From an optimization exercise on the open Yosys and OpenROAD flow, aimed at small area, a short achievable clock period and few clock cycles per item; shortcuts taken in it are not production practice.
The RTL was checked by simulation tests, not by an equivalence proof against the original design.

## flow/design.v (module list and top-level ports; edited modules follow where they fit)
// module MUX2_1: 8 lines
// module MUX2_5: 8 lines
// module MUX2_32: 8 lines
// module MUX4_5: 13 lines
// module MUX4_32: 13 lines
// module F_PC: 16 lines
// module D_REG: 24 lines
// module D_GRF: 27 lines
// module D_EXT: 12 lines
// module D_NPC: 26 lines
// module D_CMP: 58 lines
// module Control_Unit: 568 lines
// module E_REG: 37 lines
// module E_ALU: 27 lines
// module E_Mult_Div: 71 lines
// module Forward_MUX: 75 lines
// module Hazard_Unit: 140 lines
// module M_REG: 32 lines
// module BE: 47 lines
// module DataEXT: 25 lines
// module W_REG: 32 lines
// module mips: 336 lines
module mips(input wire clk,
            input wire reset,
            input wire [31:0] i_inst_rdata,
            input wire [31:0] m_data_rdata,
            output wire [31:0] i_inst_addr,
            output wire [31:0] m_data_addr,
            output wire [31:0] m_data_wdata,
            output wire [3:0] m_data_byteen,
            output wire [31:0] m_inst_addr,
            output wire w_grf_we,
            output wire [4:0] w_grf_addr,
            output wire [31:0] w_grf_wdata,
            output wire [31:0] w_inst_addr
        );
  // ...
==> flow/run.sh <==
#!/bin/bash
# synth_recipe.tcl (not shown) runs the flow's synth.tcl, then flattens the netlist and writes it again
# the make line also repeats each setting of config.mk as NAME=value (left out here)
make -C /OpenROAD-flow-scripts/flow DESIGN_CONFIG=/design/flow/config.mk WORK_HOME=/design/flow/orfs CLKGATE_MAP_FILE= SYNTH_SCRIPT=/design/flow/synth_recipe.tcl finish
==> flow/config.mk <==
export PLATFORM = sky130hd
export DESIGN_NAME = mips
export DESIGN_NICKNAME = mips
export VERILOG_FILES = /design/flow/design.v
export SDC_FILE = /design/flow/constraint.sdc
export NUM_CORES = 8
export LEC_CHECK = 0
export CAP_MARGIN = 20
export CORE_MARGIN = 2
export CORE_UTILIZATION = 40
export SLEW_MARGIN = 20
==> flow/constraint.sdc <==
create_clock -name core_clock -period 100.0 [get_ports {clk}]
set_input_delay 20.0000 -clock core_clock [delete_from_list [all_inputs] [get_ports {clk}]]
set_output_delay 20.0000 -clock core_clock [all_outputs]
set_load 0.01 [all_outputs]
==> metrics.yaml, run 1 <==
status:
  outcome: "no timing/DRC/antenna violations"
worst_setup_path:
  worst_path_max_delay_cell: "o21ai_4"
  crit_top_cell: "o21a_1"
  crit_arrival_ps: 96100
  end_kind: "flop"
final_layout:
  area_growth_pct: 23.1
  final_layout_size_suffix_gt1_share_pct: 22.7
  seq_area_share_pct: 18.2
  postLayoutCellArea_um2: 258000
  final_cell_mix: "buf_4 (4134), nor2_1 (2996), nand2_1 (2480), inv_1 (2008), ha_1 (1619)"
  top_register: "my_RF.rf"
  design.seq.count: 1837
synth:
  syn_avg_cell_area_um2: 8.74
  yosys-top-cells-count: "nor2_1 (3031), nand2_1 (2535), inv_1 (2024), ha_1 (1621), fa_1 (1477)"
  synthArstFlopShare_pct: 0
  muxShareOfSynthArea_pct: 8.68
  synth_most_common_cell: "nor2_1"
global_route:
  use_met3_pct: 13.9
  top_usage_layer: "met2"
  grt_usage_pct: 42.1
timing:
  finalSetupViolations: 0
  max_freq_mhz: 10.5
clocking:
  holdBufCountCts: 0
  cts_htree_levels: 4
placement:
  gp_congestion: 1.11
  dp.cells: 33996
flow_run:
  cap_violations: 0
routing:
  wirelength_mm: 1150
  wl_met2_mm: 484
Testbench counts, summed over its fixed seeds: cycles 212,367, programs 64.
==> module D_GRF, before the edit <==
module D_GRF(input wire [4:0] A1,
           input wire [4:0] A2,
           input wire [4:0] A3,
           input wire [31:0] WD,
           output wire [31:0] RD1,
           output wire [31:0] RD2,
           input wire clk,
           input wire reset,
           input wire WE,
           input wire [31:0] WPC);
reg [31:0] rf [0:31];
assign RD1 = rf[A1];
assign RD2 = rf[A2];
integer i;
always @(posedge clk) begin
    if (reset == 1) begin
        for(i = 0;i<32;i = i+1) begin
            rf[i] <= 32'b0;
        end
    end
    else begin
        if (WE == 1 && A3 != 0) begin
            rf[A3]             <= WD;
        end
    end
end
endmodule
==> module E_Mult_Div, before the edit <==
module E_Mult_Div(
	    input wire clk,
	    input wire reset,
        input wire [31:0] IR,
        input wire [31:0] SrcA,
        input wire [31:0] SrcB,
        input wire start,
        output reg Busy,
        output reg [31:0] M_D
    );
reg [31:0] Hi;
reg [31:0] Lo;
reg [31:0] cnt;
reg [63:0] Result;
always @(*) begin
    if(IR[31:26]==6'b000000 & IR[5:0]==6'b010000) begin
        M_D = Hi;
    end
    else if(IR[31:26]==6'b000000 & IR[5:0]==6'b010010) begin
        M_D = Lo;
    end
    else begin
        M_D = 32'b0;
    end
end
always @(posedge clk) begin
    if(reset) begin
        Hi <= 0;
        Lo <= 0;
        cnt <= 32'b0;
        Result <= 64'b0;
        Busy <= 1'b0;
    end
    else if(Busy != 1'b1) begin
        if(IR[31:26]==6'b000000 & IR[5:0]==6'b010001) begin
            Hi <= SrcA;
        end
        if(IR[31:26]==6'b000000 & IR[5:0]==6'b010011) begin
            Lo <= SrcA;
        end
        if(start == 1'b1) begin
            if(IR[31:26]==6'b000000 & IR[5:0]==6'b011000) begin 
                Result <= $signed(SrcA)*$signed(SrcB);
                cnt <= 5;
            end
            if(IR[31:26]==6'b000000 & IR[5:0]==6'b011001) begin 
                Result <= SrcA*SrcB;
                cnt <= 5;
            end
            if(IR[31:26]==6'b000000 & IR[5:0]==6'b011010) begin 
                Result <= {$signed(SrcA)%$signed(SrcB),$signed(SrcA)/$signed(SrcB)};
                cnt <= 10;
            end
            if(IR[31:26]==6'b000000 & IR[5:0]==6'b011011) begin 
                Result <= {SrcA%SrcB,SrcA/SrcB};
                cnt <= 10;
            end
            Busy <= 1;
        end
    end
    else if(Busy == 1) begin
        if(cnt > 0) begin
            if(cnt == 1) begin
                {Hi,Lo} <= Result;
                Busy <= 0;
            end
            cnt <= cnt - 1;
        end
    end
end
endmodule
==> module mips, before the edit <==
module mips(input wire clk,
            input wire reset,
            input wire [31:0] i_inst_rdata,
            input wire [31:0] m_data_rdata,
            output wire [31:0] i_inst_addr,
            output wire [31:0] m_data_addr,
            output wire [31:0] m_data_wdata,
            output wire [3:0] m_data_byteen,
            output wire [31:0] m_inst_addr,
            output wire w_grf_we,
            output wire [4:0] w_grf_addr,
            output wire [31:0] w_grf_wdata,
            output wire [31:0] w_inst_addr
        );
    wire RegWrite;
    wire [2:0] DMop_R;
    wire [2:0] DMop_S;
    wire [3:0] DM_control;
    wire [1:0] EXTop;
    wire [3:0] ALU_Control;
    wire [2:0] NPC_sel;
    wire [2:0] CMP_type;
    wire [31:0] PC;
    wire [31:0] IM;
    wire [31:0] ADD4;
    wire [31:0] IR_D;
    wire [31:0] WPC_D;
    wire [31:0] PC4_D;
    wire [31:0] RF_RD1;
    wire [31:0] RF_RD2;
    wire [31:0] EXT;
    wire [31:0] NPC;
    wire b_jump;
    wire [31:0] V1_E;
    wire [31:0] V2_E;
    wire [31:0] IR_E;
    wire [31:0] E32_E;
    wire [31:0] WPC_E;
    wire [31:0] PC4_E;
    wire [31:0] ALU;
    wire [31:0] V2_M;
    wire [31:0] AO_M;
    wire [31:0] IR_M;
    wire [31:0] E32_M;
    wire [31:0] WPC_M;
    wire [31:0] PC4_M;
    wire [31:0] WriteData;
    wire [31:0] D; 
    wire [31:0] DM;
    wire [31:0] IR_W;
    wire [31:0] AO_W;
    wire start;
    wire Busy;
    wire [31:0] M_D;
    wire [31:0] E32_W;
    wire [31:0] DR_W;
    wire [31:0] WPC_W;
    wire [31:0] PC4_W;
    wire [1:0] PC_sel;
    wire ALU_Asel;
    wire ALU_Bsel;
    wire M_D_sel;
    wire [1:0] RF_WDsel;
    wire [1:0] A3_RFsel;
    wire [31:0] M_PC;
    wire [31:0] M_ALU_A;
    wire [31:0] M_ALU_B;
    wire [31:0] M_M_D;
    wire [4:0] M_A3_RF;
    wire [31:0] M_RF_WD;
    wire [2:0] F_RS_sel;	
	wire [2:0] F_RT_sel;	
	wire [2:0] F_ALUA_Esel;
	wire [2:0] F_ALUB_Esel;
	wire [2:0] F_WD_Msel;
    wire [31:0] MF_RS_D;
    wire [31:0] MF_RT_D;
    wire [31:0] MF_ALUA_E;
    wire [31:0] MF_ALUB_E;
    wire [31:0] MF_WD_M;
    wire StallF;
    wire StallD;
    wire FlushE;
    MUX4_32 my_M_PC(
        .S(PC_sel),
        .D0(ADD4),
        .D1(NPC),
        .D2(MF_RS_D),
        .D3(32'b0),
        .Out(M_PC)
    );
    MUX2_32 my_M_ALU_A(
        .S(ALU_Asel),
        .D0(MF_ALUA_E),
        .D1({{27{1'b0}},IR_E[10:6]}),
        .Out(M_ALU_A)
    );
    MUX2_32 my_M_ALU_B(
        .S(ALU_Bsel),
        .D0(MF_ALUB_E),
        .D1(E32_E),
        .Out(M_ALU_B)
    );
    MUX2_32 my_M_M_D(
        .S(M_D_sel),
        .D0(ALU),
        .D1(M_D),
        .Out(M_M_D)
    );
    MUX4_5 my_M_A3_RF(
        .S(A3_RFsel),
        .D0(IR_W[20:16]),
        .D1(IR_W[15:11]),
        .D2(5'h1f),
        .D3(5'b0),
        .Out(M_A3_RF)
    );
    MUX4_32 my_M_RF_WD(
        .S(RF_WDsel),
        .D0(AO_W),
        .D1(DR_W),
        .D2(PC4_W + 4),
        .D3(32'b0),
        .Out(M_RF_WD)
    );
    Forward_MUX my_Forward_MUX (
        .RF_RD1(RF_RD1),
        .RF_RD2(RF_RD2),
        .V1_E(V1_E),
        .V2_E(V2_E),
        .V2_M(V2_M),
        .AO_M(AO_M),
        .M4(M_RF_WD),
        .PC8_E(PC4_E + 4),
        .PC8_M(PC4_M + 4),
        .PC8_W(PC4_W + 4),
        .F_RS_sel(F_RS_sel),	
        .F_RT_sel(F_RT_sel),	
        .F_ALUA_Esel(F_ALUA_Esel),
        .F_ALUB_Esel(F_ALUB_Esel),	
        .F_WD_Msel(F_WD_Msel),
        .MF_RS_D(MF_RS_D),
        .MF_RT_D(MF_RT_D),
        .MF_ALUA_E(MF_ALUA_E),
        .MF_ALUB_E(MF_ALUB_E),
        .MF_WD_M(MF_WD_M)
    );
    Hazard_Unit my_Hazard_Unit(
        .clk(clk),
        .reset(reset),
        .IR_D(IR_D),
	    .IR_E(IR_E),
	    .IR_M(IR_M),
	    .IR_W(IR_W),
		.start(start),
		.Busy(Busy),
	    .StallF(StallF),
	    .StallD(StallD),
	    .FlushE(FlushE),
	    .F_RS_sel(F_RS_sel),	
        .F_RT_sel(F_RT_sel),	
        .F_ALUA_Esel(F_ALUA_Esel),
        .F_ALUB_Esel(F_ALUB_Esel),	
        .F_WD_Msel(F_WD_Msel)
    );
    F_PC my_PC(
        .clk(clk),
        .reset(reset),
        .en(!StallF),
        .NPC(M_PC),
        .PC(PC)
    );
    assign i_inst_addr = PC;
    assign IM = i_inst_rdata;
    assign ADD4 = PC + 4;
    D_REG my_D_REG(
        .clk(clk),
        .reset(reset),
        .WE(!StallD),
        .IR_in(IM),
        .WPC_in(PC),
        .PC4_in(ADD4),
        .IR_out(IR_D),
        .WPC_out(WPC_D),
        .PC4_out(PC4_D)
    );
    D_GRF my_RF(
        .A1(IR_D[25:21]),
        .A2(IR_D[20:16]),
        .A3(M_A3_RF),
        .WD(M_RF_WD),
        .RD1(RF_RD1),
        .RD2(RF_RD2),
        .clk(clk),
        .reset(reset),
        .WE(RegWrite),
        .WPC(WPC_W)
    );
    assign w_grf_we = RegWrite;
    assign w_grf_addr = M_A3_RF;
    assign w_grf_wdata = M_RF_WD;
    assign w_inst_addr = WPC_W;
    D_EXT my_EXT(
        .imm16(IR_D[15:0]),
        .EXTop(EXTop),
        .ext_imm16(EXT)
    );
    D_NPC my_NPC(
        .PC_F(PC),
        .PC4_D(PC4_D),
        .I16(IR_D[15:0]),
        .I26(IR_D[25:0]),
        .D_NPC_sel(NPC_sel),
        .b_jump(b_jump),
        .NPC_out(NPC)
    );
    D_CMP my_CMP(
        .D1(MF_RS_D),
        .D2(MF_RT_D),
        .cmp_type(CMP_type),
        .b_jump(b_jump)
    );
    Control_Unit my_Control_Unit_D(
        .opcode(IR_D[31:26]),
        .funct(IR_D[5:0]),
        .rt(IR_D[20:16]),
        .CMP_type(CMP_type),
        .NPC_sel(NPC_sel),
        .EXTop(EXTop),
        .PC_sel(PC_sel)
    );
    E_REG my_E_REG(
        .clk(clk),
        .reset(reset),
        .WE(1'b1),
        .clr(FlushE),
        .V1_in(MF_RS_D),
        .V2_in(MF_RT_D),
        .IR_in(IR_D),
        .E32_in(EXT),
        .WPC_in(WPC_D),
        .PC4_in(PC4_D),
        .V1_out(V1_E),
        .V2_out(V2_E),
        .IR_out(IR_E),
        .E32_out(E32_E),
        .WPC_out(WPC_E),
        .PC4_out(PC4_E)
    );
    E_ALU my_ALU(
        .SrcA(M_ALU_A),
        .SrcB(M_ALU_B),
        .ALU_Control(ALU_Control),
        .ALU_Result(ALU)
    );
    E_Mult_Div my_E_Mult_Div(
	    .clk(clk),
	    .reset(reset),
        .IR(IR_E),
        .SrcA(M_ALU_A),
        .SrcB(M_ALU_B),
        .start(start),
        .Busy(Busy),
        .M_D(M_D)
    );
    Control_Unit my_Control_Unit_E(
        .opcode(IR_E[31:26]),
        .funct(IR_E[5:0]),
        .ALU_Control(ALU_Control),
        .ALU_Asel(ALU_Asel),
        .ALU_Bsel(ALU_Bsel),
        .start(start),
        .M_D_sel(M_D_sel)
    );
    M_REG my_M_REG(
        .clk(clk),
        .reset(reset),
        .WE(1'b1),
        .V2_in(MF_ALUB_E),
        .AO_in(M_M_D),
        .IR_in(IR_E),
        .WPC_in(WPC_E),
        .PC4_in(PC4_E),
        .V2_out(V2_M),
        .AO_out(AO_M),
        .IR_out(IR_M),
        .WPC_out(WPC_M),
        .PC4_out(PC4_M)
    );
    BE my_BE(
        .data(AO_M[1:0]),
        .WriteData_in(MF_WD_M),
        .Op(DMop_S),
        .DM_control(DM_control),
        .WriteData_out(WriteData)
    );
    assign m_data_addr = AO_M;
    assign m_data_wdata = WriteData;
    assign m_data_byteen = DM_control;
    assign m_inst_addr = WPC_M;
    assign D = m_data_rdata;
    DataEXT my_DataEXT(
        .A(AO_M[1:0]),
        .Din(D),
        .Op(DMop_R),
        .Dout(DM)
    );
    Control_Unit my_Control_Unit_M(
        .opcode(IR_M[31:26]),
        .funct(IR_M[5:0]),
        .DMop_R(DMop_R),
        .DMop_S(DMop_S)
    );
    W_REG my_W_REG(
        .clk(clk),
        .reset(reset),
        .WE(1'b1),
        .IR_in(IR_M),
        .AO_in(AO_M),
        .WPC_in(WPC_M),
        .PC4_in(PC4_M),
        .DR_in(DM),
        .IR_out(IR_W),
        .AO_out(AO_W),
        .PC4_out(PC4_W),
        .WPC_out(WPC_W),
        .DR_out(DR_W)
    );
    Control_Unit my_Control_Unit_W(
        .opcode(IR_W[31:26]),
        .funct(IR_W[5:0]),
        .RegWrite(RegWrite),
        .A3_RFsel(A3_RFsel),
        .RF_WDsel(RF_WDsel)
    );
endmodule
==> run 2, diff against run 1 <==
==> flow/design.v (replaced) <==
`timescale 1ns / 1ps
`default_nettype none
module D_GRF(input wire clk,
             input wire reset,
             input wire [4:0] ra,
             input wire [4:0] rb,
             output wire [31:0] qa,
             output wire [31:0] qb,
             input wire we,
             input wire [4:0] wa,
             input wire [31:0] wd);
    reg [31:0] rf [1:31];
    reg [31:1] valid;
    always @(posedge clk) begin
        if (reset) valid <= 31'b0;
        else if (we) valid[wa] <= 1'b1;
    end
    always @(posedge clk) begin
        if (we) rf[wa] <= wd;
    end
    wire [31:0] valid0 = {valid, 1'b0};
    assign qa = valid0[ra] ? rf[ra] : 32'b0;
    assign qb = valid0[rb] ? rf[rb] : 32'b0;
endmodule
`timescale 1ns / 1ps
`default_nettype none
module E_Mult_Div(input wire clk,
                  input wire reset,
                  input wire start,
                  input wire [1:0] op,        
                  input wire [31:0] a,
                  input wire [31:0] b,
                  input wire wr_hi,
                  input wire wr_lo,
                  output wire busy,
                  output wire [31:0] hi,
                  output wire [31:0] lo);
    reg [32:0] H;        
    reg [31:0] L;        
    reg [31:0] M;        
    reg [3:0]  cnt;
    reg        run, isdiv, sgn, negq, negr;
    assign busy = run;
    assign hi = H[31:0];
    assign lo = L;
    wire [32:0] mext = {sgn & M[31], M};
    wire last = cnt == 4'd0;
    wire [33:0] p0 = {H[32], H};
    wire [33:0] s0 = p0 + (L[0] ? {mext[32], mext} : 34'b0);
    wire [33:0] p1 = {s0[33], s0[33:1]};
    wire [33:0] s1 = p1 + (L[1] ? {mext[32], mext} : 34'b0);
    wire [33:0] p2 = {s1[33], s1[33:1]};
    wire [33:0] s2 = p2 + (L[2] ? {mext[32], mext} : 34'b0);
    wire [33:0] p3 = {s2[33], s2[33:1]};
    wire msub = last & sgn;
    wire [33:0] y3 = L[3] ? {mext[32], mext} : 34'b0;
    wire [33:0] s3 = msub ? p3 - y3 : p3 + y3;
    wire [32:0] d0 = {H[31:0], L[31]};
    wire [33:0] t0 = {1'b0, d0} - {2'b0, M};
    wire        q0 = ~t0[33];
    wire [31:0] r0 = q0 ? t0[31:0] : d0[31:0];
    wire [32:0] d1 = {r0, L[30]};
    wire [33:0] t1 = {1'b0, d1} - {2'b0, M};
    wire        q1 = ~t1[33];
    wire [31:0] r1 = q1 ? t1[31:0] : d1[31:0];
    wire [31:0] qv = {L[29:0], q0, q1};
    wire [31:0] na = (op[1] & ~op[0] & a[31]) ? -a : a;
    wire [31:0] nb = (op[1] & ~op[0] & b[31]) ? -b : b;
    always @(posedge clk) begin
        if (reset) begin
            H <= 33'b0;
            L <= 32'b0;
            run <= 1'b0;
        end else if (start) begin
            H <= 33'b0;
            L <= op[1] ? na : b;
            M <= op[1] ? nb : a;
            sgn <= ~op[0];
            isdiv <= op[1];
            negq <= ~op[0] & (a[31] ^ b[31]);
            negr <= ~op[0] & a[31];
            cnt <= op[1] ? 4'd15 : 4'd7;
            run <= 1'b1;
        end else if (run) begin
            cnt <= cnt - 4'd1;
            if (last) run <= 1'b0;
            if (isdiv) begin
                if (last) begin
                    H <= {1'b0, negr ? -r1 : r1};
                    L <= negq ? -qv : qv;
                end else begin
                    H <= {1'b0, r1};
                    L <= qv;
                end
            end else begin
                H <= s3[33:1];
                L <= {s3[0], s2[0], s1[0], s0[0], L[31:4]};
            end
        end else begin
            if (wr_hi) H <= {1'b0, a};
            if (wr_lo) L <= a;
        end
    end
endmodule
`timescale 1ns / 1ps
`default_nettype none
module mips(input wire clk,
            input wire reset,
            input wire [31:0] i_inst_rdata,
            input wire [31:0] m_data_rdata,
            output wire [31:0] i_inst_addr,
            output wire [31:0] m_data_addr,
            output wire [31:0] m_data_wdata,
            output wire [3:0] m_data_byteen,
            output wire [31:0] m_inst_addr,
            output wire w_grf_we,
            output wire [4:0] w_grf_addr,
            output wire [31:0] w_grf_wdata,
            output wire [31:0] w_inst_addr
        );
    reg [31:2] pc;           
    reg [31:0] ir;           
    reg [31:2] xpc;          
    reg        m_we;         
    reg        m_load;
    reg [2:0]  m_lt;         
    reg [4:0]  m_rd;
    reg [31:0] m_res;        
    reg [31:2] m_pc;
    reg [3:0]  m_be;
    reg [31:0] m_wd;
    reg        w_we;
    reg [4:0]  w_rd;
    reg [31:0] w_wd;
    reg [31:2] w_pc;
    assign i_inst_addr   = {pc, 2'b00};
    assign m_data_addr   = m_res;
    assign m_data_wdata  = m_wd;
    assign m_data_byteen = m_be;
    assign m_inst_addr   = {m_pc, 2'b00};
    assign w_grf_we      = w_we;
    assign w_grf_addr    = w_rd;
    assign w_grf_wdata   = w_wd;
    assign w_inst_addr   = {w_pc, 2'b00};
    wire [5:0] op = ir[31:26];
    wire [5:0] fn = ir[5:0];
    wire [4:0] rs = ir[25:21];
    wire [4:0] rt = ir[20:16];
    wire [4:0] rd = ir[15:11];
    wire [15:0] imm = ir[15:0];
    wire r_type  = op == 6'b000000;
    wire f_shift = r_type & fn[5:3] == 3'b000;           
    wire f_jr    = r_type & fn == 6'b001000;
    wire f_jalr  = r_type & fn == 6'b001001;
    wire f_mfhi  = r_type & fn == 6'b010000;
    wire f_mthi  = r_type & fn == 6'b010001;
    wire f_mflo  = r_type & fn == 6'b010010;
    wire f_mtlo  = r_type & fn == 6'b010011;
    wire f_md    = r_type & fn[5:2] == 4'b0110;         
    wire f_alu   = r_type & fn[5] == 1'b1;               
    wire o_regimm = op == 6'b000001;
    wire o_j     = op == 6'b000010;
    wire o_jal   = op == 6'b000011;
    wire o_beq   = op == 6'b000100;
    wire o_bne   = op == 6'b000101;
    wire o_blez  = op == 6'b000110;
    wire o_bgtz  = op == 6'b000111;
    wire o_alui  = op[5:3] == 3'b001;                    
    wire o_load  = op[5:3] == 3'b100;
    wire o_store = op[5:3] == 3'b101;
    wire use_rs = ~(r_type & fn[5:2] == 4'b0000) & ~f_mfhi & ~f_mflo & ~o_j & ~o_jal;
    wire use_rt = r_type | o_store | o_beq | o_bne;
    wire [4:0] dst = (f_shift | f_alu | f_jalr | f_mfhi | f_mflo) ? rd :
                     (o_alui | o_load) ? rt :
                     o_jal ? 5'd31 : 5'd0;
    wire [31:0] rf_a, rf_b;
    D_GRF grf(.clk(clk), .reset(reset),
              .ra(rs), .rb(rt), .qa(rf_a), .qb(rf_b),
              .we(w_we), .wa(w_rd), .wd(w_wd));
    wire a_m = m_we & m_rd == rs;
    wire b_m = m_we & m_rd == rt;
    wire a_w = w_we & w_rd == rs;
    wire b_w = w_we & w_rd == rt;
    wire [31:0] va = a_m ? m_res : a_w ? w_wd : rf_a;
    wire [31:0] vb = b_m ? m_res : b_w ? w_wd : rf_b;
    wire md_busy;
    wire [31:0] hi, lo;
    wire hilo_op = f_mfhi | f_mflo | f_mthi | f_mtlo;
    wire stall = (m_load & ((use_rs & a_m) | (use_rt & b_m))) | (hilo_op & md_busy);
    wire go = ~stall;
    E_Mult_Div md(.clk(clk), .reset(reset),
                  .start(go & f_md), .op(fn[1:0]), .a(va), .b(vb),
                  .wr_hi(go & f_mthi), .wr_lo(go & f_mtlo),
                  .busy(md_busy), .hi(hi), .lo(lo));
    wire [31:0] simm = {{16{imm[15]}}, imm};
    wire [31:0] zimm = {16'b0, imm};
    wire [2:0] aop = o_alui ? op[2:0] : fn[2:0];
    wire logic_imm = o_alui & op[2];                     
    wire [31:0] bsrc = (o_alui | o_load | o_store) ? (logic_imm ? zimm : simm) : vb;
    wire is_sub = r_type ? (fn[1] | fn[3]) : (o_alui & op[1]);    
    wire [32:0] addb = {1'b0, is_sub ? ~bsrc : bsrc};
    wire [32:0] sum = {1'b0, va} + addb + {32'b0, is_sub};
    wire lt_s = (va[31] ^ bsrc[31]) ? va[31] : sum[31];
    wire lt_u = ~sum[32];
    wire slt_u = o_alui ? op[0] : fn[0];
    reg [31:0] logic_res;
    always @(*) begin
        case (aop[1:0])
            2'b00: logic_res = va & bsrc;
            2'b01: logic_res = va | bsrc;
            2'b10: logic_res = va ^ bsrc;
            default: logic_res = o_alui ? {imm, 16'b0} : ~(va | bsrc);    
        endcase
    end
    wire [4:0] sa = fn[2] ? va[4:0] : ir[10:6];
    wire [31:0] shl = vb << sa;
    wire [31:0] shr = $signed({fn[0] & vb[31], vb}) >>> sa;
    wire is_alu_r = f_alu;
    wire cmp_sel = (r_type & fn[3]) | (o_alui & op[2:1] == 2'b01);   
    wire log_sel = (r_type & fn[2]) | (o_alui & op[2]);               
    wire [31:2] pc_inc = pc + 30'd1;     
    reg [31:0] res;
    always @(*) begin
        if (f_shift) res = fn[1] ? shr : shl;
        else if (f_mfhi) res = hi;
        else if (f_mflo) res = lo;
        else if (f_jalr | o_jal) res = {pc_inc, 2'b00};
        else if (cmp_sel) res = {31'b0, slt_u ? lt_u : lt_s};
        else if (log_sel) res = logic_res;
        else res = sum[31:0];
    end
    wire eq = va == vb;
    wire cond = o_beq ? eq :
                o_bne ? ~eq :
                o_blez ? (va[31] | va == 32'b0) :
                o_bgtz ? ~(va[31] | va == 32'b0) :
                (va[31] ^ rt[0]);                         
    wire br = (o_beq | o_bne | o_blez | o_bgtz | o_regimm) & cond;
    wire [31:2] br_tgt = pc + simm[29:0];
    wire [31:2] npc = (f_jr | f_jalr) ? va[31:2] :
                      (o_j | o_jal) ? {pc[31:28], ir[25:0]} :
                      br ? br_tgt : pc_inc;
    wire [1:0] ea = sum[1:0];
    wire [3:0] be = ~o_store ? 4'b0000 :
                    op[1] ? 4'b1111 :
                    op[0] ? (ea[1] ? 4'b1100 : 4'b0011) :
                    (4'b0001 << ea);
    wire [31:0] sdata = op[1] ? vb : op[0] ? {2{vb[15:0]}} : {4{vb[7:0]}};
    wire [31:0] ld_w = m_data_rdata;
    wire [15:0] ld_h = m_res[1] ? ld_w[31:16] : ld_w[15:0];
    wire [7:0]  ld_b = m_res[0] ? ld_h[15:8] : ld_h[7:0];
    wire [31:0] ld_v = m_lt[0] ? {{24{~m_lt[2] & ld_b[7]}}, ld_b} :
                       m_lt[1] ? {{16{~m_lt[2] & ld_h[15]}}, ld_h} : ld_w;
    always @(posedge clk) begin
        if (reset) begin
            pc <= 30'h0000_0c00;
            ir <= 32'b0;
            m_we <= 1'b0;
            m_load <= 1'b0;
            m_be <= 4'b0;
            w_we <= 1'b0;
        end else begin
            if (go) begin
                pc <= npc;
                ir <= i_inst_rdata;
                xpc <= pc;
            end
            m_we <= go & dst != 5'd0;
            m_load <= go & o_load;
            m_be <= go ? be : 4'b0;
            w_we <= m_we;
        end
        m_lt <= {op[2], op[1:0] == 2'b01, op[1:0] == 2'b00};
        m_rd <= dst;
        m_res <= res;
        m_pc <= xpc;
        m_wd <= sdata;
        w_rd <= m_rd;
        w_wd <= m_load ? ld_v : m_res;
        w_pc <= m_pc;
    end
endmodule
==> run 2 against run 1 <==
- synthesized cell count fell by 64%
- critical path depth fell by 492
- non-clock buffer count fell by 3871
- global-route usage fell by 7.2 points
- worst setup slack improved by 73000 ps
- first-iteration DRC count fell by 59%
- count of clock-buffer cells in the layout fell by 59
- highest routed layer unchanged
- area after synthesis fell by 56%
==> metrics.yaml, run 2 <==
routing:
  wl_per_cell_um: 35.1
  vias: 78820
  via_per_inst: 6.64
  drtAntennaViolNets: 0
  drc_errors: 0
  drt_iter0_drc: 10821
  first_pass_iters: 9
  wirelength_mm: 416  # -64%
clocking:
  clkLatencyLatePin_ps: 870
  path_clk_slew_ps: 60
  cts_setup_buffers: 0
  cts_root_buf: "clkbuf_16"
  cts_resized: 0
  clockBufferDepth: 3
  cts_buffers: 151
  cts_htree_levels: 4  # unchanged
  holdBufCountCts: 0  # unchanged
  cts_num_sinks: 1407
  tritoncts: "done"
worst_setup_path:
  cpPeakStageDelay_ps: 1020
  crit_arrival_ps: 2600  # -93500 ps
  worst_path_max_delay_cell: "dfxtp_1"
  worstPathCellList: "clkdlybuf4s50_1"
  cp_max_fo: 6
  path_delay_family: "flip-flops"
  critPathLaunchType: "flop"
  path_buf_inv: 1
  end_kind: "output port"
  crit_type: "flop to output port"
  required_ps: 80000
final_layout:
  largest_reg_flops: 992
  final_core_util_pct: 45.5
  nets: 9138
  top_register: "grf.rf"
  fillers: 20956
  final_cell_mix: "edfxtp_1 (1062), nand2_1 (673), a21oi_1 (658), nor2_1 (598), o21ai_0 (436)"
  layout_commonest_cell: "edfxtp_1"
  final_layout_size_suffix_gt1_share_pct: 15.0  # -7.7 points
  reg.largest.list: "grf.rf x992, md.H x33"
  area_growth_pct: 13.3
  finalNonFillerCells: 11864
timing:
  fin_skew_ps: 93.0
  slew_headroom_pct: 11.2
  min_period_ps: 22600
  finalSetupViolations: 0  # unchanged
  hold_viol: 0
  worst_slew_pin_slew_ps: 1330
  slew_viol_final: 0
  timing.setup.tns_ps: 0
  max_freq_mhz: 44.2  # +320%
  final.period_utilization_pct: 22.6
  rsz0062_at_grt: "no"
global_route:
  grt_pass1_wl_mm: 577
  gr-total-overflow: 0
  grtUsageMet1_pct: 43.2
  grt_usage_pct: 35.0  # -7.2 points
  grt_antenna_before_repair: 40
  grt_start_max_net_pins: 91
  grt_use_met2_pct: 53.7
  use_met3_pct: 9.34  # -4.6 points
  grt_pass1_vias: 75164
  top_usage_layer: "met2"
die:
  pin_count: 268
  dieArea_um2: 232000
  start_util_pct: 40.2
  core_area_um2: 227000
  die_h_um: 481
  rows: 175
  fp.dieW_um: 481
synth:
  yosysSeqAreaShare_pct: 42.5
  ys_warn_count: 3
  syn_avg_cell_area_um2: 10.6  # +22%
  netlist-cell-type-count: 105
  ys_seq_elements: 1407
  synthArstFlopShare_pct: 0  # unchanged
  synth_most_common_cell: "edfxtp_1"
  synth_top_area_share_pct: 35.0
  yosysTopAreaCell: "edfxtp_1"
  yosys-top-cells-count: "edfxtp_1 (1062), nand2_1 (673), a21oi_1 (664), nor2_1 (626), o21ai_0 (443)"
  dominantRegCellSynth: "edfxtp_1"
  synth_edf_count: 1062
  syn_area_um2: 91200
  syn_inst: 8566
  yosys-top-cells-area: "edfxtp_1 (35%), mux4_2 (10%), dfxtp_1 (7.6%)"
flow_run:
  cap_violations: 0  # unchanged
placement:
  dp.cells: 11571  # -66%
  gp_congestion: 1.04  # -6.7%
  dp_hpwl_mm: 286
  io_buffers: 261
min_path:
  hp-class: "flop to flop"
status:
  outcome: "no timing/DRC/antenna violations"
==> run 2: cell types whose count changed after synthesis, sizes merged, moves of 263 or more <==
cell    delta
nor3     -474
nor2b    -309
inv     -1798
nor2    -2409
dfxtp    -468
ha      -1274
o21ai    -586
clkbuf   -654
o21a     -360
xnor2    -395
fa      -1469
nand3    -263
a21oi    -784
nand2   -1867
==> run 2: routing by layer <==
metal	vias up	part of all wire, %
li1	33078	-
met1	39040	37
met2	5344	44
met3	1332	11
met4	26	7.8
met5	-	0.048
==> run 2: area by class of cell <==
type / instances / area, um^2 / share of cell area [%]
multi-input combinational: 6315 / 49400 / 47.9
clock inverter: 82 / 1060 / 1.03
inverter: 251 / 943 / 0.913
timing repair buffer: 591 / 5170 / 5.00
clock buffer: 191 / 4030 / 3.90
antenna: 18 / 45.0 / 0.0436
sequential: 1407 / 38800 / 37.6
tap: 3009 / 3760 / 3.64
==> run 2: cells by family (layout without fill, tap and decap cells) <==
logic type | after synthesis | count (layout) | share of synthesized area, %
AOI/OAI and AO/OA | 2356 | 2356 | 16.8
and+or+nand+nor | 2186 | 2186 | 11.2
DFF | 1407 | 1407 | 42.5
muxes | 969 | 969 | 16.5
buffers and inverters | 849 | 1115 | 3.80
xor gates and xnor gates | 443 | 443 | 4.25
adders and majority gates | 355 | 355 | 4.94
other | 1 | 24 | 0.00411
==> run 2: path summary, 6_finish.rpt <==
kind / start / end / slack [ps] / depth (start not counted)
max: w_wd[4] / w_grf_wdata[4] / 77400 / 1
min: m_pc[3] / w_pc[3] / 320 / 0
max reg2reg: md.M[2] / md.L[30] / 89430 / 37
min reg2reg: m_pc[3] / w_pc[3] / 320 / 0
==> run 2: metrics by stage <==
step | instance area [um^2] | hold WS [ps] | worst slack [ps]
6_report | 103000 | 317 | 77400
5_1_grt | 103000 | 316 | 77340
4_1_cts | 103000 | 315 | 77410
3_5_place_dp | 98100 | 327 | 77890
3_3_place_gp | 98100 | 324 | 77950
2_1_floorplan | 91200 | 323 | 77600
Testbench counts of run 2, summed over its fixed seeds: cycles 198,629, programs 64.
==> run 3, diff against run 2 <==
--- a/flow/design.v
+++ b/flow/design.v
@@ -1,9 +1,85 @@
 `timescale 1ns / 1ps
 `default_nettype none
+module rca #(parameter W = 32)
+           (input wire [W-1:0] a,
+            input wire [W-1:0] b,
+            input wire ci,
+            output wire [W-1:0] s,
+            output wire co);
+    wire [W:0] c;
+    assign c[0] = ci;
+    genvar i;
+    generate
+        for (i = 0; i < W; i = i + 1) begin : bit_
+            assign s[i] = a[i] ^ b[i] ^ c[i];
+            assign c[i + 1] = (a[i] & b[i]) | (c[i] & (a[i] ^ b[i]));
+        end
+    endgenerate
+    assign co = c[W];
+endmodule
+module rinc #(parameter W = 32)
+            (input wire [W-1:0] a,
+             input wire ci,
+             output wire [W-1:0] s);
+    wire [W:0] c;
+    assign c[0] = ci;
+    genvar i;
+    generate
+        for (i = 0; i < W; i = i + 1) begin : bit_
+            assign s[i] = a[i] ^ c[i];
+            assign c[i + 1] = a[i] & c[i];
+        end
+    endgenerate
+endmodule
+module cneg #(parameter W = 32)
+            (input wire [W-1:0] a,
+             input wire n,
+             output wire [W-1:0] s);
+    rinc #(W) inc(.a(a ^ {W{n}}), .ci(n), .s(s));
+endmodule
+`timescale 1ns / 1ps
+`default_nettype none
+module aoi222(input wire a, input wire b, input wire c, input wire d,
+              input wire e, input wire f, output wire y);
+    assign y = ~((a & b) | (c & d) | (e & f));
+endmodule
+module nand4x(input wire a, input wire b, input wire c, input wire d, output wire y);
+    assign y = ~(a & b & c & d);
+endmodule
+module nand3x(input wire a, input wire b, input wire c, output wire y);
+    assign y = ~(a & b & c);
+endmodule
+module sel33(input wire [32:0] sel,
+             input wire [33*32-1:0] d,
+             output wire [31:0] q);
+    genvar b, k;
+    generate
+        for (b = 0; b < 32; b = b + 1) begin : bit_
+            wire [10:0] y;
+            for (k = 0; k < 11; k = k + 1) begin : grp
+                aoi222 g(.a(d[(3*k)*32+b]), .b(sel[3*k]),
+                         .c(d[(3*k+1)*32+b]), .d(sel[3*k+1]),
+                         .e(d[(3*k+2)*32+b]), .f(sel[3*k+2]), .y(y[k]));
+            end
+            wire p0, p1, p2;
+            nand4x n0(.a(y[0]), .b(y[1]), .c(y[2]), .d(y[3]), .y(p0));
+            nand4x n1(.a(y[4]), .b(y[5]), .c(y[6]), .d(y[7]), .y(p1));
+            nand3x n2(.a(y[8]), .b(y[9]), .c(y[10]), .y(p2));
+            assign q[b] = p0 | p1 | p2;
+        end
+    endgenerate
+endmodule
+`timescale 1ns / 1ps
+`default_nettype none
 module D_GRF(input wire clk,
              input wire reset,
              input wire [4:0] ra,
              input wire [4:0] rb,
+             input wire a_m,             
+             input wire a_w,             
+             input wire b_m,
+             input wire b_w,
+             input wire [31:0] m_val,
              output wire [31:0] qa,
              output wire [31:0] qb,
              input wire we,
@@ -18,9 +94,24 @@
     always @(posedge clk) begin
         if (we) rf[wa] <= wd;
     end
-    wire [31:0] valid0 = {valid, 1'b0};
-    assign qa = valid0[ra] ? rf[ra] : 32'b0;
-    assign qb = valid0[rb] ? rf[rb] : 32'b0;
+    wire [32:0] sa, sb;
+    wire [33*32-1:0] d;
+    assign sa[0] = a_m;
+    assign sa[1] = a_w & ~a_m;
+    assign sb[0] = b_m;
+    assign sb[1] = b_w & ~b_m;
+    assign d[31:0] = m_val;
+    assign d[63:32] = wd;
+    genvar i;
+    generate
+        for (i = 1; i < 32; i = i + 1) begin : reg_
+            assign sa[i + 1] = valid[i] & ra == i & ~a_m & ~a_w;
+            assign sb[i + 1] = valid[i] & rb == i & ~b_m & ~b_w;
+            assign d[(i + 1) * 32 + 31:(i + 1) * 32] = rf[i];
+        end
+    endgenerate
+    sel33 pa(.sel(sa), .d(d), .q(qa));
+    sel33 pb(.sel(sb), .d(d), .q(qb));
 endmodule
 `timescale 1ns / 1ps
 `default_nettype none
@@ -34,71 +125,77 @@
                   input wire wr_lo,
                   output wire busy,
                   output wire [31:0] hi,
-                  output wire [31:0] lo);
+                  output wire [31:0] lo,
+                  output reg hi_neg,
+                  output reg lo_neg);
     reg [32:0] H;        
     reg [31:0] L;        
     reg [31:0] M;        
     reg [3:0]  cnt;
-    reg        run, isdiv, sgn, negq, negr;
+    reg        run, isdiv, sgn;
     assign busy = run;
     assign hi = H[31:0];
     assign lo = L;
-    wire [32:0] mext = {sgn & M[31], M};
-    wire last = cnt == 4'd0;
-    wire [33:0] p0 = {H[32], H};
-    wire [33:0] s0 = p0 + (L[0] ? {mext[32], mext} : 34'b0);
-    wire [33:0] p1 = {s0[33], s0[33:1]};
-    wire [33:0] s1 = p1 + (L[1] ? {mext[32], mext} : 34'b0);
-    wire [33:0] p2 = {s1[33], s1[33:1]};
-    wire [33:0] s2 = p2 + (L[2] ? {mext[32], mext} : 34'b0);
-    wire [33:0] p3 = {s2[33], s2[33:1]};
+    wire sdiv = op == 2'b10;
+    wire [31:0] a_in, b_in;
+    cneg #(32) na(.a(a), .n(sdiv & a[31]), .s(a_in));
+    cneg #(32) nb(.a(b), .n(sdiv & b[31]), .s(b_in));
+    wire [33:0] mext = {{2{sgn & M[31]}}, M};
+    wire last = cnt == 4'd7;             
     wire msub = last & sgn;
-    wire [33:0] y3 = L[3] ? {mext[32], mext} : 34'b0;
-    wire [33:0] s3 = msub ? p3 - y3 : p3 + y3;
-    wire [32:0] d0 = {H[31:0], L[31]};
-    wire [33:0] t0 = {1'b0, d0} - {2'b0, M};
-    wire        q0 = ~t0[33];
-    wire [31:0] r0 = q0 ? t0[31:0] : d0[31:0];
-    wire [32:0] d1 = {r0, L[30]};
-    wire [33:0] t1 = {1'b0, d1} - {2'b0, M};
-    wire        q1 = ~t1[33];
-    wire [31:0] r1 = q1 ? t1[31:0] : d1[31:0];
-    wire [31:0] qv = {L[29:0], q0, q1};
-    wire [31:0] na = (op[1] & ~op[0] & a[31]) ? -a : a;
-    wire [31:0] nb = (op[1] & ~op[0] & b[31]) ? -b : b;
+    wire [33:0] s0, s1, s2, s3;
+    rca #(34) m0(.a({H[32], H}), .b(mext & {34{L[0]}}), .ci(1'b0), .s(s0), .co());
+    rca #(34) m1(.a({s0[33], s0[33:1]}), .b(mext & {34{L[1]}}), .ci(1'b0), .s(s1), .co());
+    rca #(34) m2(.a({s1[33], s1[33:1]}), .b(mext & {34{L[2]}}), .ci(1'b0), .s(s2), .co());
+    rca #(34) m3(.a({s2[33], s2[33:1]}), .b((mext & {34{L[3]}}) ^ {34{msub}}), .ci(msub), .s(s3), .co());
+    wire [32:0] x0  = {H[31:0], L[31]};
+    wire [33:0] t0;
+    rca #(34) d0(.a({1'b0, x0}), .b(~{2'b0, M}), .ci(1'b1), .s(t0), .co());
+    wire q0 = ~t0[33];
+    wire [32:0] x1a = {t0[31:0], L[30]};
+    wire [32:0] x1b = {x0[31:0], L[30]};
+    wire [33:0] t1a, t1b;
+    rca #(34) d1a(.a({1'b0, x1a}), .b(~{2'b0, M}), .ci(1'b1), .s(t1a), .co());
+    rca #(34) d1b(.a({1'b0, x1b}), .b(~{2'b0, M}), .ci(1'b1), .s(t1b), .co());
+    wire q1 = q0 ? ~t1a[33] : ~t1b[33];
+    wire [31:0] r1 = q0 ? (q1 ? t1a[31:0] : x1a[31:0]) : (q1 ? t1b[31:0] : x1b[31:0]);
     always @(posedge clk) begin
         if (reset) begin
             H <= 33'b0;
             L <= 32'b0;
             run <= 1'b0;
+            hi_neg <= 1'b0;
+            lo_neg <= 1'b0;
         end else if (start) begin
             H <= 33'b0;
-            L <= op[1] ? na : b;
-            M <= op[1] ? nb : a;
+            L <= a_in;
+            M <= b_in;
             sgn <= ~op[0];
             isdiv <= op[1];
-            negq <= ~op[0] & (a[31] ^ b[31]);
-            negr <= ~op[0] & a[31];
-            cnt <= op[1] ? 4'd15 : 4'd7;
+            hi_neg <= sdiv & a[31];
+            lo_neg <= sdiv & (a[31] ^ b[31]);
+            cnt <= 4'd0;
             run <= 1'b1;
         end else if (run) begin
-            cnt <= cnt - 4'd1;
-            if (last) run <= 1'b0;
+            cnt <= cnt + 4'd1;
             if (isdiv) begin
-                if (last) begin
-                    H <= {1'b0, negr ? -r1 : r1};
-                    L <= negq ? -qv : qv;
-                end else begin
-                    H <= {1'b0, r1};
-                    L <= qv;
-                end
+                H <= {1'b0, r1};
+                L <= {L[29:0], q0, q1};
+                if (cnt == 4'd15) run <= 1'b0;
             end else begin
                 H <= s3[33:1];
                 L <= {s3[0], s2[0], s1[0], s0[0], L[31:4]};
+                if (last) run <= 1'b0;
             end
         end else begin
-            if (wr_hi) H <= {1'b0, a};
-            if (wr_lo) L <= a;
+            if (wr_hi) begin
+                H <= {1'b0, a};
+                hi_neg <= 1'b0;
+            end
+            if (wr_lo) begin
+                L <= a;
+                lo_neg <= 1'b0;
+            end
         end
     end
 endmodule
@@ -173,33 +270,35 @@
     wire [4:0] dst = (f_shift | f_alu | f_jalr | f_mfhi | f_mflo) ? rd :
                      (o_alui | o_load) ? rt :
                      o_jal ? 5'd31 : 5'd0;
-    wire [31:0] rf_a, rf_b;
-    D_GRF grf(.clk(clk), .reset(reset),
-              .ra(rs), .rb(rt), .qa(rf_a), .qb(rf_b),
-              .we(w_we), .wa(w_rd), .wd(w_wd));
     wire a_m = m_we & m_rd == rs;
     wire b_m = m_we & m_rd == rt;
     wire a_w = w_we & w_rd == rs;
     wire b_w = w_we & w_rd == rt;
-    wire [31:0] va = a_m ? m_res : a_w ? w_wd : rf_a;
-    wire [31:0] vb = b_m ? m_res : b_w ? w_wd : rf_b;
+    wire [31:0] va, vb;
+    D_GRF grf(.clk(clk), .reset(reset),
+              .ra(rs), .rb(rt), .a_m(a_m), .a_w(a_w), .b_m(b_m), .b_w(b_w),
+              .m_val(m_res), .qa(va), .qb(vb),
+              .we(w_we), .wa(w_rd), .wd(w_wd));
     wire md_busy;
     wire [31:0] hi, lo;
+    wire hi_neg, lo_neg;
     wire hilo_op = f_mfhi | f_mflo | f_mthi | f_mtlo;
     wire stall = (m_load & ((use_rs & a_m) | (use_rt & b_m))) | (hilo_op & md_busy);
     wire go = ~stall;
     E_Mult_Div md(.clk(clk), .reset(reset),
                   .start(go & f_md), .op(fn[1:0]), .a(va), .b(vb),
                   .wr_hi(go & f_mthi), .wr_lo(go & f_mtlo),
-                  .busy(md_busy), .hi(hi), .lo(lo));
+                  .busy(md_busy), .hi(hi), .lo(lo), .hi_neg(hi_neg), .lo_neg(lo_neg));
+    wire [31:0] mf_val;
+    cneg #(32) mfn(.a(fn[1] ? lo : hi), .n(fn[1] ? lo_neg : hi_neg), .s(mf_val));
     wire [31:0] simm = {{16{imm[15]}}, imm};
     wire [31:0] zimm = {16'b0, imm};
     wire [2:0] aop = o_alui ? op[2:0] : fn[2:0];
     wire logic_imm = o_alui & op[2];                     
     wire [31:0] bsrc = (o_alui | o_load | o_store) ? (logic_imm ? zimm : simm) : vb;
     wire is_sub = r_type ? (fn[1] | fn[3]) : (o_alui & op[1]);    
-    wire [32:0] addb = {1'b0, is_sub ? ~bsrc : bsrc};
-    wire [32:0] sum = {1'b0, va} + addb + {32'b0, is_sub};
+    wire [32:0] sum;
+    rca #(32) alu_add(.a(va), .b(is_sub ? ~bsrc : bsrc), .ci(is_sub), .s(sum[31:0]), .co(sum[32]));
     wire lt_s = (va[31] ^ bsrc[31]) ? va[31] : sum[31];
     wire lt_u = ~sum[32];
     wire slt_u = o_alui ? op[0] : fn[0];
@@ -218,12 +317,12 @@
     wire is_alu_r = f_alu;
     wire cmp_sel = (r_type & fn[3]) | (o_alui & op[2:1] == 2'b01);   
     wire log_sel = (r_type & fn[2]) | (o_alui & op[2]);               
-    wire [31:2] pc_inc = pc + 30'd1;     
+    wire [31:2] pc_inc;
+    rinc #(30) pc_add(.a(pc), .ci(1'b1), .s(pc_inc));     
     reg [31:0] res;
     always @(*) begin
         if (f_shift) res = fn[1] ? shr : shl;
-        else if (f_mfhi) res = hi;
-        else if (f_mflo) res = lo;
+        else if (f_mfhi | f_mflo) res = mf_val;
         else if (f_jalr | o_jal) res = {pc_inc, 2'b00};
         else if (cmp_sel) res = {31'b0, slt_u ? lt_u : lt_s};
         else if (log_sel) res = logic_res;
@@ -236,7 +335,8 @@
                 o_bgtz ? ~(va[31] | va == 32'b0) :
                 (va[31] ^ rt[0]);                         
     wire br = (o_beq | o_bne | o_blez | o_bgtz | o_regimm) & cond;
-    wire [31:2] br_tgt = pc + simm[29:0];
+    wire [31:2] br_tgt;
+    rca #(30) br_add(.a(pc), .b(simm[29:0]), .ci(1'b0), .s(br_tgt), .co());
     wire [31:2] npc = (f_jr | f_jalr) ? va[31:2] :
                       (o_j | o_jal) ? {pc[31:28], ir[25:0]} :
                       br ? br_tgt : pc_inc;
@@ -254,7 +354,8 @@
     always @(posedge clk) begin
         if (reset) begin
             pc <= 30'h0000_0c00;
-            ir <= 32'b0;
+            ir[31:26] <= 6'b001111;      
+            ir[20:16] <= 5'd0;
             m_we <= 1'b0;
             m_load <= 1'b0;
             m_be <= 4'b0;
@@ -262,14 +363,21 @@
         end else begin
             if (go) begin
                 pc <= npc;
-                ir <= i_inst_rdata;
-                xpc <= pc;
+                ir[31:26] <= i_inst_rdata[31:26];
+                ir[20:16] <= i_inst_rdata[20:16];
             end
             m_we <= go & dst != 5'd0;
             m_load <= go & o_load;
             m_be <= go ? be : 4'b0;
             w_we <= m_we;
         end
+    end
+    always @(posedge clk) begin
+        if (go) begin
+            ir[25:21] <= i_inst_rdata[25:21];
+            ir[15:0] <= i_inst_rdata[15:0];
+            xpc <= pc;
+        end
         m_lt <= {op[2], op[1:0] == 2'b01, op[1:0] == 2'b00};
         m_rd <= dst;
         m_res <= res;
==> flow/flow/run.sh (new file) <==
#!/bin/bash
# Layout flow: the standard ORFS flow (standard.sh, unchanged synthesis), with two changes
# to how the layout is made:
#  - the port buffers are sky130_fd_sc_hd__buf_4 instead of the delay-cell buffers that
#    buffer_ports picks by default;
#  - timing repair aims at a setup slack margin, so that it optimises the paths that set the
#    achieved period (period less worst slack) instead of stopping at zero slack.
# The clock, the SDC and every other setting are the standard flow's.
set -euo pipefail
MARGIN=79
bash standard.sh "BUFFER_PORTS_ARGS=-buffer_cell sky130_fd_sc_hd__buf_4" \
    "SETUP_SLACK_MARGIN=$MARGIN" finish > flow_make.log 2>&1
==> flow/standard.sh (new file) <==
#!/bin/bash
# synth_recipe.tcl (not shown) runs the flow's synth.tcl, then flattens the netlist and writes it again
# the make line also repeats each setting of config.mk as NAME=value (left out here)
make -C /OpenROAD-flow-scripts/flow DESIGN_CONFIG=/design/flow/config.mk WORK_HOME=/design/flow/orfs CLKGATE_MAP_FILE= SYNTH_SCRIPT=/design/flow/synth_recipe.tcl "${@:-finish}"
--- a/flow/config.mk
+++ b/flow/config.mk
@@ -9,3 +9,5 @@
 export CORE_MARGIN = 2
 export CORE_UTILIZATION = 40
 export SLEW_MARGIN = 20
+export SYNTH_HIERARCHICAL = 1
+export SYNTH_MINIMUM_KEEP_SIZE = 0
removed: flow/run.sh
==> run 3 against run 2 <==
- largest cell class is now sequential cells
- cell count is 24% lower
- non-clock buffer count grew 174
- flip-flop and latch count shrank 10
- still clean on timing, DRC and antenna
- die area fell by 17%
- synthesized cell count fell by 33%
- highest routed layer unchanged
- sequential share of layout area up 5.9 points
- final area is 13% lower
- fmax increased by 5.1%
==> metrics.yaml, run 3 <==
synth:
  syn_area_um2: 75300  # -17%
  ys_warn_count: 9  # +6
  syn_inst: 5751  # -33%
  syn_avg_cell_area_um2: 13.1  # +23%
clocking:
  holdBufCountCts: 0  # unchanged
  cts_htree_levels: 4  # unchanged
  clockBufferDepth: 3  # unchanged
  cts_buffers: 151  # unchanged
  cts_num_sinks: 1397  # -0.71%
  path_clk_slew_ps: 60  # about the same
  clkLatencyLatePin_ps: 870  # about the same
  cts_root_buf: "clkbuf_16"
  tritoncts: "done"
global_route:
  grt_usage_pct: 34.2  # -0.77 points
  grt_pass1_vias: 60025  # -20%
  top_usage_layer: "met2"
  use_met3_pct: 10.8  # +1.4 points
  gr-total-overflow: 0  # unchanged
  grtUsageMet1_pct: 41.1  # -2.1 points
  grt_start_max_net_pins: 75  # -18%
  grt_pass1_wl_mm: 465  # -19%
  grt_use_met2_pct: 52.1  # -1.6 points
  grt_antenna_before_repair: 32  # -20%
routing:
  vias: 62400  # -21%
  wl_per_cell_um: 37.4  # +6.5%
  drc_errors: 0  # unchanged
  via_per_inst: 6.95  # +4.6%
  drtAntennaViolNets: 0  # unchanged
  first_pass_iters: 15  # +6
  wirelength_mm: 335  # -19%
  drt_iter0_drc: 12331  # +14%
final_layout:
  nets: 6907  # -24%
  final_layout_size_suffix_gt1_share_pct: 22.2  # +7.2 points
  top_register: "grf.rf"
  fillers: 16526  # -21%
  multi_input_area_um2: 34300  # -31%
  layout_commonest_cell: "edfxtp_1"
  final_cell_mix: "edfxtp_1 (1081), a222oi_1 (706), buf_4 (507), fa_1 (300), nand2_1 (264)"
  regArea_um2: 39300  # +1.1%
  largest_reg_flops: 992  # unchanged
  reg.largest.list: "grf.rf x992, md.H x33"
  final_core_util_pct: 48.1  # +2.6 points
  postLayoutCellArea_um2: 90200  # -13%
  area_growth_pct: 19.8
timing:
  worst_slew_pin_slew_ps: 1430  # +96.7 ps
  worst_slack_ps: 78490  # +1090 ps
  rsz0062_at_grt: "yes"
  hold_viol: 0  # unchanged
  max_freq_mhz: 46.5  # +5.1%
  timing.setup.tns_ps: 0  # unchanged
  min_period_ps: 21510  # -1090 ps
  slew_viol_final: 0  # unchanged
  final.period_utilization_pct: 21.5  # -1.1 points
  slew_headroom_pct: 4.74  # -6.4 points
  fin_skew_ps: 61.9  # -31.1 ps
  finalSetupViolations: 0  # unchanged
placement:
  dp_hpwl_mm: 218  # -24%
  placed_area_um2: 81500  # -17%
  post-place-ws_ps: 78070  # +179 ps
  io_buffers: 261  # unchanged
  gp_congestion: 1.00  # -3.3%
min_path:
  hold_depth: 0  # unchanged
  hp-class: "flop to flop"
flow_run:
  cap_violations: 0  # unchanged
worst_setup_path:
  crit_type: "flop to output port"
  crit_arrival_ps: 1510  # -1090 ps
  required_ps: 80000  # about the same
  rr_worst_depth: 53  # +43%
  critPathLaunchType: "flop"
  cp_max_fo: 3  # -3
  end_kind: "output port"
die:
  core_area_um2: 187000  # -17%
  start_util_pct: 40.2  # about the same
  die_h_um: 438  # -9.1%
  fp.dieW_um: 438  # -9.1%
  pin_count: 268  # unchanged
  rows: 159  # -9.1%
  dieArea_um2: 192000  # -17%
status:
  outcome: "no timing/DRC/antenna violations"
==> run 3: path summary, 6_finish.rpt <==
check / startpoint / end / slack (ps)
worst max-delay path: w_wd[5] / w_grf_wdata[5] / 78490
worst min-delay path: xpc[26] / m_pc[26] / 340
worst max register to register: ir[18] / m_res[31] / 80740
worst min register to register: xpc[26] / m_pc[26] / 340
==> run 3: repair_timing <==
item	CTS	global route
endpoints found under the setup margin	217	217
pin swaps	0	0
gates resized for setup	562	30
buffers inserted	137	7
cloned	27	0
==> run 3: critical path, stage by stage (launching register included) <==
cell	delay (ps)
dfxtp_4	350
buf_12	140
buf_8	130
==> run 3: final cells by class <==
| type | instances | share of cell area (%) |
|---|---|---|
| Inverter | 228 | 0.950 |
| Sequential cell | 1397 | 43.5 |
| Timing Repair Buffer | 765 | 8.40 |
| Tap cell | 2495 | 3.46 |
| Antenna cell | 17 | 0.0472 |
| Multi-Input combinational cell | 3799 | 38.0 |
| Clock buffer | 208 | 4.55 |
| Clock inverter | 71 | 1.09 |
==> run 3: through the flow <==
stage | std cells | hold WS [ps]
4_1_cts | 8956 | 336
6_report | 8980 | 336
2_1_floorplan | 5770 | 323
3_5_place_dp | 8513 | 327
5_1_grt | 8964 | 342
3_3_place_gp | 8513 | 324
==> run 3: layer usage <==
metal  wire length [um]  vias to the layer above
li1                   -                    24832
met5                169                        -
met4              29200                       24
met1             113000                    31258
met2             148000                     5078
met3              45200                     1208
Testbench counts of run 3, summed over its fixed seeds: cycles 198,629, programs 64.
==> run 4, diff against run 3 <==
==> flow/run.sh (new file) <==
#!/bin/bash
# synth_recipe.tcl (not shown) runs the flow's synth.tcl, then flattens the netlist and writes it again
# the make line also repeats each setting of config.mk as NAME=value (left out here)
make -C /OpenROAD-flow-scripts/flow DESIGN_CONFIG=/design/flow/config.mk WORK_HOME=/design/flow/orfs CLKGATE_MAP_FILE= SYNTH_SCRIPT=/design/flow/synth_recipe.tcl finish
removed: flow/flow/run.sh
removed: flow/standard.sh
==> run 4 against run 3 <==
- still clean
- worst setup slack worse by 940 ps
- global-route usage down 2.3 points
- cell count down 1.8%
- core utilization down 1.4 points
- die area unchanged
- critical path type unchanged
- largest cell class unchanged
==> metrics.yaml, run 4 <==
worst_setup_path:
  critPathLaunchType: "flop"
  crit-reg2reg-capture: "m_res[0]"
  rr_startpoint: "ir[19]"
  crit_arrival_ps: 2450  # +940 ps
  rr_worst_depth: 56  # +5.7%
  r2r_setup_slack_ps: 80580  # -160 ps
  crit_type: "flop to output port"
  end_kind: "output port"
  required_ps: 80000  # about the same
  cp_max_fo: 34  # +31
synth:
  ys_warn_count: 9  # unchanged
  syn_area_um2: 75300  # unchanged
  syn_avg_cell_area_um2: 13.1  # unchanged
  syn_inst: 5751  # unchanged
min_path:
  hold_depth: 0  # unchanged
  hp-start: "xpc[19]"
  hp-class: "flop to flop"
  min_to: "m_pc[19]"
timing:
  rsz0062_at_grt: "no"
  final.period_utilization_pct: 22.4  # +0.94 points
  slew_viol_final: 0  # unchanged
  hold-worst-slack_ps: 339  # +3.94 ps
  finalSetupViolations: 0  # unchanged
  min_period_ps: 22450  # +938 ps
  hold_viol: 0  # unchanged
  timing.setup.tns_ps: 0  # unchanged
  max_freq_mhz: 44.6  # -4.2%
  fin_skew_ps: 82.7  # +20.8 ps
  slew_headroom_pct: 24.5  # +20 points
  worst_slew_pin_slew_ps: 1130  # -300 ps
clocking:
  path_clk_slew_ps: 60  # about the same
  cts_htree_levels: 4  # unchanged
  holdBufCountCts: 0  # unchanged
  clockBufferDepth: 3  # unchanged
  cts_root_buf: "clkbuf_16"
  tritoncts: "done"
  cts_resized: 0  # -100%
  cts_setup_buffers: 0  # -100%
  cts_buffers: 153  # +1.3%
  clkLatencyLatePin_ps: 870  # about the same
  cts_num_sinks: 1397  # unchanged
routing:
  vias: 60562  # -2.9%
  drt_iter0_drc: 11980  # -2.8%
  first_pass_iters: 14  # -1
  drtAntennaViolNets: 0  # unchanged
  via_per_inst: 6.87  # -1.1%
  wirelength_mm: 313  # -6.6%
  wl_per_cell_um: 35.5  # -4.9%
  drc_errors: 0  # unchanged
die:
  core_area_um2: 187000  # unchanged
  dieArea_um2: 192000  # unchanged
  pin_count: 268  # unchanged
  rows: 159  # unchanged
  fp.dieW_um: 438  # unchanged
  start_util_pct: 40.2  # unchanged
  die_h_um: 438  # unchanged
placement:
  io_buffers: 261  # unchanged
  dp_hpwl_mm: 211  # -2.9%
  gp_congestion: 0.991  # -0.99%
global_route:
  grt_antenna_before_repair: 25  # -22%
  gr-total-overflow: 0  # unchanged
  grt_start_max_net_pins: 77  # +2.7%
  grt_pass1_wl_mm: 439  # -5.7%
  grt_pass1_vias: 58094  # -3.2%
  grt_usage_pct: 31.9  # -2.3 points
final_layout:
  final_layout_size_suffix_gt1_share_pct: 13.2  # -9.0 points
  nets: 6745  # -2.3%
  final_cell_mix: "edfxtp_1 (1081), a222oi_1 (706), buf_4 (339), dfxtp_1 (313), fa_1 (300)"
  reg.largest.list: "grf.rf x992, md.H x33"
  largest_reg_flops: 992  # unchanged
  area_growth_pct: 16.3
  fillers: 16694  # +1.0%
  final_core_util_pct: 46.7  # -1.4 points
  top_register: "grf.rf"
  layout_commonest_cell: "edfxtp_1"
status:
  outcome: "no timing/DRC/antenna violations"
flow_run:
  cap_violations: 0  # unchanged
## run 4: how the worst max path moves through the flow
stage	startpoint	endpoint	slack, ps	depth (start not counted)
2_1_floorplan	reset	md.M[0]	77800	2
6_report	w_wd[13]	w_grf_wdata[13]	77550	2
3_3_place_gp	m_data_rdata[23]	w_wd[28]	77490	6
5_1_grt	w_wd[13]	w_grf_wdata[13]	77540	2
4_1_cts	w_rd[0]	w_grf_addr[0]	77600	1
3_5_place_dp	reset	md.H[2]	77840	5
## run 4: critical path, stage by stage, from the launching register on
cell and delay, ps:
dfxtp_1 510, buf_4 430, clkdlybuf4s50_1 640
## run 4: cell type report
type / instances / area (um^2) / share of cell area (%)
Clock buffer: 201 / 4240 / 4.84
Clock inverter: 80 / 1060 / 1.21
Multi-Input combinational cell: 3798 / 34200 / 39.1
Tap cell: 2495 / 3120 / 3.57
Inverter: 228 / 856 / 0.977
Antenna cell: 15 / 37.5 / 0.0429
Sequential cell: 1397 / 38800 / 44.3
Timing Repair Buffer: 602 / 5220 / 5.96
## run 4: per-layer routing
| metal | routed length [um] | vias up | GRT usage [%] |
|---|---|---|---|
| li1 | - | 24499 | - |
| met1 | 107000 | 30119 | 38.2 |
| met2 | 141000 | 4838 | 49.2 |
| met3 | 40000 | 1090 | 9.63 |
| met4 | 25100 | 16 | 21.9 |
| met5 | 112 | - | 0 |
## run 4: through the flow
step | instances | area, um^2 | setup slack, ps
2_1_floorplan | 5770 | 75400 | 77800
3_3_place_gp | 8518 | 82200 | 77490
3_5_place_dp | 8518 | 82200 | 77840
4_1_cts | 8799 | 87500 | 77600
5_1_grt | 8803 | 87500 | 77540
6_report | 8816 | 87600 | 77550

## what the ideal ports hide
Ports are ideal in the flow. The routed layouts listed here were re-timed in OpenROAD. Step 1 sets driving cells, clkbuf_16 on the clock port and buf_2 on the other inputs (assumed; they add their load-dependent delay and slew). Step 2 also shifts input and output timing later by t, the mid clock arrival at the registers, as if the neighbouring blocks saw the same clock. Three values: no drivers, after step 1, after step 2; two values: the first two.
run	t, ns	slack for setup (ns)	worst data-port slew with drivers (ns)
run 1	1.034	4.739 / 4.739 / 4.739	0.27
run 2	0.903	77.399 / 77.319 / 77.837	0.07
run 3	0.924	78.492 / 78.407 / 78.187	0.06
run 4	0.911	77.554 / 77.470 / 77.670	0.07
After both steps every run listed still meets setup and hold. For run 3, which loses most, drivers alone change the setup slack by -0.085 ns; drivers and shift together by -0.305 ns.
